This design comes from an exercise in tuning for small area, a short achievable clock period and few clock cycles per item on the open sky130 flow, not from production work. Function was checked by simulation only, so behaviour that the tests miss may differ from the original.

## the baseline
==> flow/design.v <==
module DIVIDER (
    input  logic        clk, clr, go,
    input  logic [1:0]  func3,
    input  logic [31:0] rs1, rs2,
    output logic        done,
    output logic [31:0] rd
);
localparam logic [1:0] S_PREP = 2'd0, S_ITER = 2'd1, S_FIN = 2'd2;
logic [1:0]  state;
logic        done_r;
logic [31:0] R, B, Q;
logic [3:0]  cnt;
logic        neg_q, neg_r, is_rem;
assign done = done_r;
assign rd   = R;     
logic        sgn;
logic [31:0] abs_a, abs_b;
assign sgn   = ~func3[0];
assign abs_a = (sgn & rs1[31]) ? -rs1 : rs1;
assign abs_b = (sgn & rs2[31]) ? -rs2 : rs2;
logic [5:0]  za, zb;
logic [6:0]  dd;
logic        b_zero, short_op;
lzc32 lz_a (.x(R), .n(za));
lzc32 lz_b (.x(B), .n(zb));
assign dd       = {1'b0, zb} - {1'b0, za};
assign b_zero   = zb[5];
assign short_op = b_zero | dd[6];
logic [32:0] d1;
logic [33:0] d2;
logic [34:0] d3, csa_s, csa_c, x3, y3, z3;
logic        ge1, ge2, ge3;
assign d1 = {1'b0, R} - {1'b0, B};
assign d2 = {2'b0, R} - {1'b0, B, 1'b0};
assign x3 = {3'b0, R};
assign y3 = {3'b0, B};
assign z3 = ~{1'b0, B, 2'b0};
assign csa_s = x3 ^ y3 ^ z3;
assign csa_c = (x3 & y3) | (x3 & z3) | (y3 & z3);
assign d3 = csa_s + {csa_c[33:0], 1'b1};
assign ge1 = ~d1[32];
assign ge2 = ~d2[33];
assign ge3 = ~d3[34];
logic [31:0] r_next;
logic [1:0]  qd;
always_comb begin
    if (ge3)      r_next = d3[31:0];
    else if (ge2) r_next = d2[31:0];
    else if (ge1) r_next = d1[31:0];
    else          r_next = R;
end
assign qd = {ge2, ge3 | (ge1 & ~ge2)};
logic [31:0] negx;
assign negx = -R;
logic need_neg;
assign need_neg = is_rem ? neg_r : neg_q;
always_ff @(posedge clk) begin
    if (done_r) begin
        B      <= abs_b;
        is_rem <= func3[1];
        neg_r  <= sgn & rs1[31];
        neg_q  <= sgn & (rs1[31] ^ rs2[31]) & (rs2 != 32'b0);
    end else if (state == S_PREP) begin
        B      <= B << {dd[4:1], 1'b0};
    end else begin
        B      <= {2'b0, B[31:2]};
    end
    if (state == S_PREP) begin
        Q   <= 32'b0;
        cnt <= dd[4:1];
    end else begin
        Q   <= {Q[29:0], qd};
        cnt <= cnt - 4'd1;
    end
end
always_ff @(posedge clk) begin
    if (clr) begin
        done_r <= 1'b1;
        state  <= S_PREP;
    end else if (done_r) begin
        if (go) begin
            R      <= abs_a;
            state  <= S_PREP;
            done_r <= 1'b0;
        end
    end else begin
        case (state)
        S_PREP: begin
            if (short_op & ~is_rem) R <= {32{b_zero}};
            if (short_op) begin
                if (is_rem & neg_r) state <= S_FIN;
                else done_r <= 1'b1;
            end else begin
                state <= S_ITER;
            end
        end
        S_ITER: begin
            if ((cnt == 4'd0) & ~is_rem) R <= {Q[29:0], qd};
            else                         R <= r_next;
            if (cnt == 4'd0) begin
                if (need_neg) state <= S_FIN;
                else done_r <= 1'b1;
            end
        end
        default: begin
            R <= negx;
            done_r <= 1'b1;
        end
        endcase
    end
end
endmodule
module lzc32 (
    input  logic [31:0] x,
    output logic [5:0]  n
);
    logic [15:0] z1; logic [15:0] c1;
    logic [7:0]  z2; logic [1:0] c2 [8];
    logic [3:0]  z3; logic [2:0] c3 [4];
    logic [1:0]  z4; logic [3:0] c4 [2];
    logic [4:0]  c5;
    always_comb begin
        for (int i = 0; i < 16; i++) begin
            z1[i] = ~(x[2*i+1] | x[2*i]);
            c1[i] = ~x[2*i+1];
        end
        for (int i = 0; i < 8; i++) begin
            z2[i] = z1[2*i+1] & z1[2*i];
            c2[i] = z1[2*i+1] ? {1'b1, c1[2*i]} : {1'b0, c1[2*i+1]};
        end
        for (int i = 0; i < 4; i++) begin
            z3[i] = z2[2*i+1] & z2[2*i];
            c3[i] = z2[2*i+1] ? {1'b1, c2[2*i]} : {1'b0, c2[2*i+1]};
        end
        for (int i = 0; i < 2; i++) begin
            z4[i] = z3[2*i+1] & z3[2*i];
            c4[i] = z3[2*i+1] ? {1'b1, c3[2*i]} : {1'b0, c3[2*i+1]};
        end
        c5 = z4[1] ? {1'b1, c4[0]} : {1'b0, c4[1]};
        n  = (z4[1] & z4[0]) ? 6'd32 : {1'b0, c5};
    end
endmodule
module DIVIDER_wrapper(
    input clk, go, clr,
    input [1:0] func3,
    input [31:0] rs1, rs2,
    output done,
    output logic [31:0] rd);
    DIVIDER divider(.clk(clk), .clr(clr), .go(go), .func3(func3),
                    .rs1(rs1), .rs2(rs2), .done(done), .rd(rd));
endmodule
==> flow/config.mk <==
export PLATFORM = sky130hd
export DESIGN_NAME = DIVIDER_wrapper
export DESIGN_NICKNAME = DIVIDER_wrapper
export VERILOG_FILES = /design/flow/design.v
export SDC_FILE = /design/flow/constraint.sdc
export NUM_CORES = 4
export LEC_CHECK = 0
export ABC_CLOCK_PERIOD_IN_PS = 3000
export CAP_MARGIN = 20
export CORE_MARGIN = 2
export CORE_UTILIZATION = 40
export SETUP_SLACK_MARGIN = 5
export SLEW_MARGIN = 20
==> flow/constraint.sdc <==
create_clock -name core_clock -period 10.0 [get_ports {clk}]
set_input_delay 2.0000 -clock core_clock [delete_from_list [all_inputs] [get_ports {clk}]]
set_output_delay 2.0000 -clock core_clock [all_outputs]
set_load 0.01 [all_outputs]
run.sh (not shown) runs the stock make flow with config.mk's settings and CLKGATE_MAP_FILE= SYNTH_SCRIPT=/design/flow/synth_recipe.tcl, a recipe that flattens the netlist after the stock synthesis.
Testbench counts of the baseline, summed over its fixed seeds: cycles 22,314, items 3,200.
## Diff of input files: the candidate against the baseline
--- a/flow/design.v
+++ b/flow/design.v
@@ -11,22 +11,24 @@
 logic [31:0] R, B, Q;
 logic [3:0]  cnt;
 logic        neg_q, neg_r, is_rem;
 assign done = done_r;
-assign rd   = R;     
-logic        sgn;
-logic [31:0] abs_a, abs_b;
+assign rd   = R;
+logic        sgn, sa, sb;
+logic [31:0] abs_b;
 assign sgn   = ~func3[0];
-assign abs_a = (sgn & rs1[31]) ? -rs1 : rs1;
-assign abs_b = (sgn & rs2[31]) ? -rs2 : rs2;
-logic [5:0]  za, zb;
+assign sa    = sgn & rs1[31];
+assign sb    = sgn & rs2[31];
+assign abs_b = sb ? -rs2 : rs2;
+logic [5:0]  la, za, zb;
 logic [6:0]  dd;
 logic        b_zero, short_op;
-lzc32 lz_a (.x(R), .n(za));
+lzc32 lz_a (.x(R ^ {32{neg_r}}), .n(la));
 lzc32 lz_b (.x(B), .n(zb));
+assign za       = la - {5'b0, neg_r};
 assign dd       = {1'b0, zb} - {1'b0, za};
 assign b_zero   = zb[5];
-assign short_op = b_zero | dd[6];
+assign short_op = b_zero | dd[6];        
 logic [32:0] d1;
 logic [33:0] d2;
 logic [34:0] d3, csa_s, csa_c, x3, y3, z3;
 logic        ge1, ge2, ge3;
@@ -54,57 +56,48 @@
 assign negx = -R;
 logic need_neg;
 assign need_neg = is_rem ? neg_r : neg_q;
 always_ff @(posedge clk) begin
-    if (done_r) begin
-        B      <= abs_b;
-        is_rem <= func3[1];
-        neg_r  <= sgn & rs1[31];
-        neg_q  <= sgn & (rs1[31] ^ rs2[31]) & (rs2 != 32'b0);
-    end else if (state == S_PREP) begin
-        B      <= B << {dd[4:1], 1'b0};
-    end else begin
-        B      <= {2'b0, B[31:2]};
-    end
-    if (state == S_PREP) begin
-        Q   <= 32'b0;
-        cnt <= dd[4:1];
-    end else begin
-        Q   <= {Q[29:0], qd};
-        cnt <= cnt - 4'd1;
-    end
-end
-always_ff @(posedge clk) begin
     if (clr) begin
         done_r <= 1'b1;
         state  <= S_PREP;
     end else if (done_r) begin
         if (go) begin
-            R      <= abs_a;
+            R      <= rs1;
+            B      <= abs_b;
+            is_rem <= func3[1];
+            neg_r  <= sa;
+            neg_q  <= sa ^ sb;
             state  <= S_PREP;
             done_r <= 1'b0;
         end
     end else begin
         case (state)
         S_PREP: begin
-            if (short_op & ~is_rem) R <= {32{b_zero}};
+            B   <= B << {dd[4:1], 1'b0};
+            cnt <= dd[4:1];
+            Q   <= 32'b0;
             if (short_op) begin
-                if (is_rem & neg_r) state <= S_FIN;
-                else done_r <= 1'b1;
+                if (~is_rem) R <= {32{b_zero}};
+                done_r <= 1'b1;
             end else begin
+                if (neg_r) R <= negx;
                 state <= S_ITER;
             end
         end
         S_ITER: begin
             if ((cnt == 4'd0) & ~is_rem) R <= {Q[29:0], qd};
             else                         R <= r_next;
+            Q   <= {Q[29:0], qd};
+            B   <= {2'b0, B[31:2]};
+            cnt <= cnt - 4'd1;
             if (cnt == 4'd0) begin
                 if (need_neg) state <= S_FIN;
                 else done_r <= 1'b1;
             end
         end
         default: begin
-            R <= negx;
+            R      <= negx;
             done_r <= 1'b1;
         end
         endcase
     end
Notes after the runs:
Row worst hold slack after final layout: the candidate higher / the baseline lower
Delta (the candidate minus the baseline): total met3 wirelength after detailed routing went up; number of tap instances rose 50; synthesized netlist cell count increased about 5%; number of nets in the synthesized netlist picked up an extra 4.8%; share of cell area taken by flip-flops and latches went up by 1.6 points.
sky130_fd_sc_hd__a21oi_1 as the most common library cell in the layout ignoring fill and taps was reported by the baseline, and sky130_fd_sc_hd__inv_1 by the candidate.
Delta (the candidate minus the baseline): number of port buffers closely matched the old numbers; smallest setup slack after layout decreased by 0.12 ns relative to the old numbers; critical path depth increased by 10 relative to the old numbers.
Testbench counts of the candidate, summed over its fixed seeds: cycles 22,559, items 3,200.

## separate check: timing with driven ports
The flow's constraints put no driver on any port. The routed layouts listed below were extracted and timed again, unchanged, in two steps.
Step 1: set_driving_cell puts a clkbuf_16 on clk and a buf_2 on each other input, an assumption about the parent block.
Step 2, shift: input delay + t, output delay - t, t = (earliest + latest rising clock arrival at the registers) / 2. This alone moves slack from input paths to output paths.
Three values: ideal ports, drivers, drivers and shift; two values: the first two.
run | shift t [ns] | setup slack, ns | worst setup path after step 2 | worst data-port slew with drivers (ns) | pins driven straight from the clock port
the baseline | 0.419 | 5.119 / 5.126 / 4.727 | input to register | 0.06 | 1
the candidate | 0.420 | 4.995 / 4.995 / 4.920 | input to register | 0.08 | 1
After both steps every run listed still meets setup and hold. The setup slack of the baseline, which loses most, moves by +0.007 ns with the drivers and by -0.392 ns with both steps.
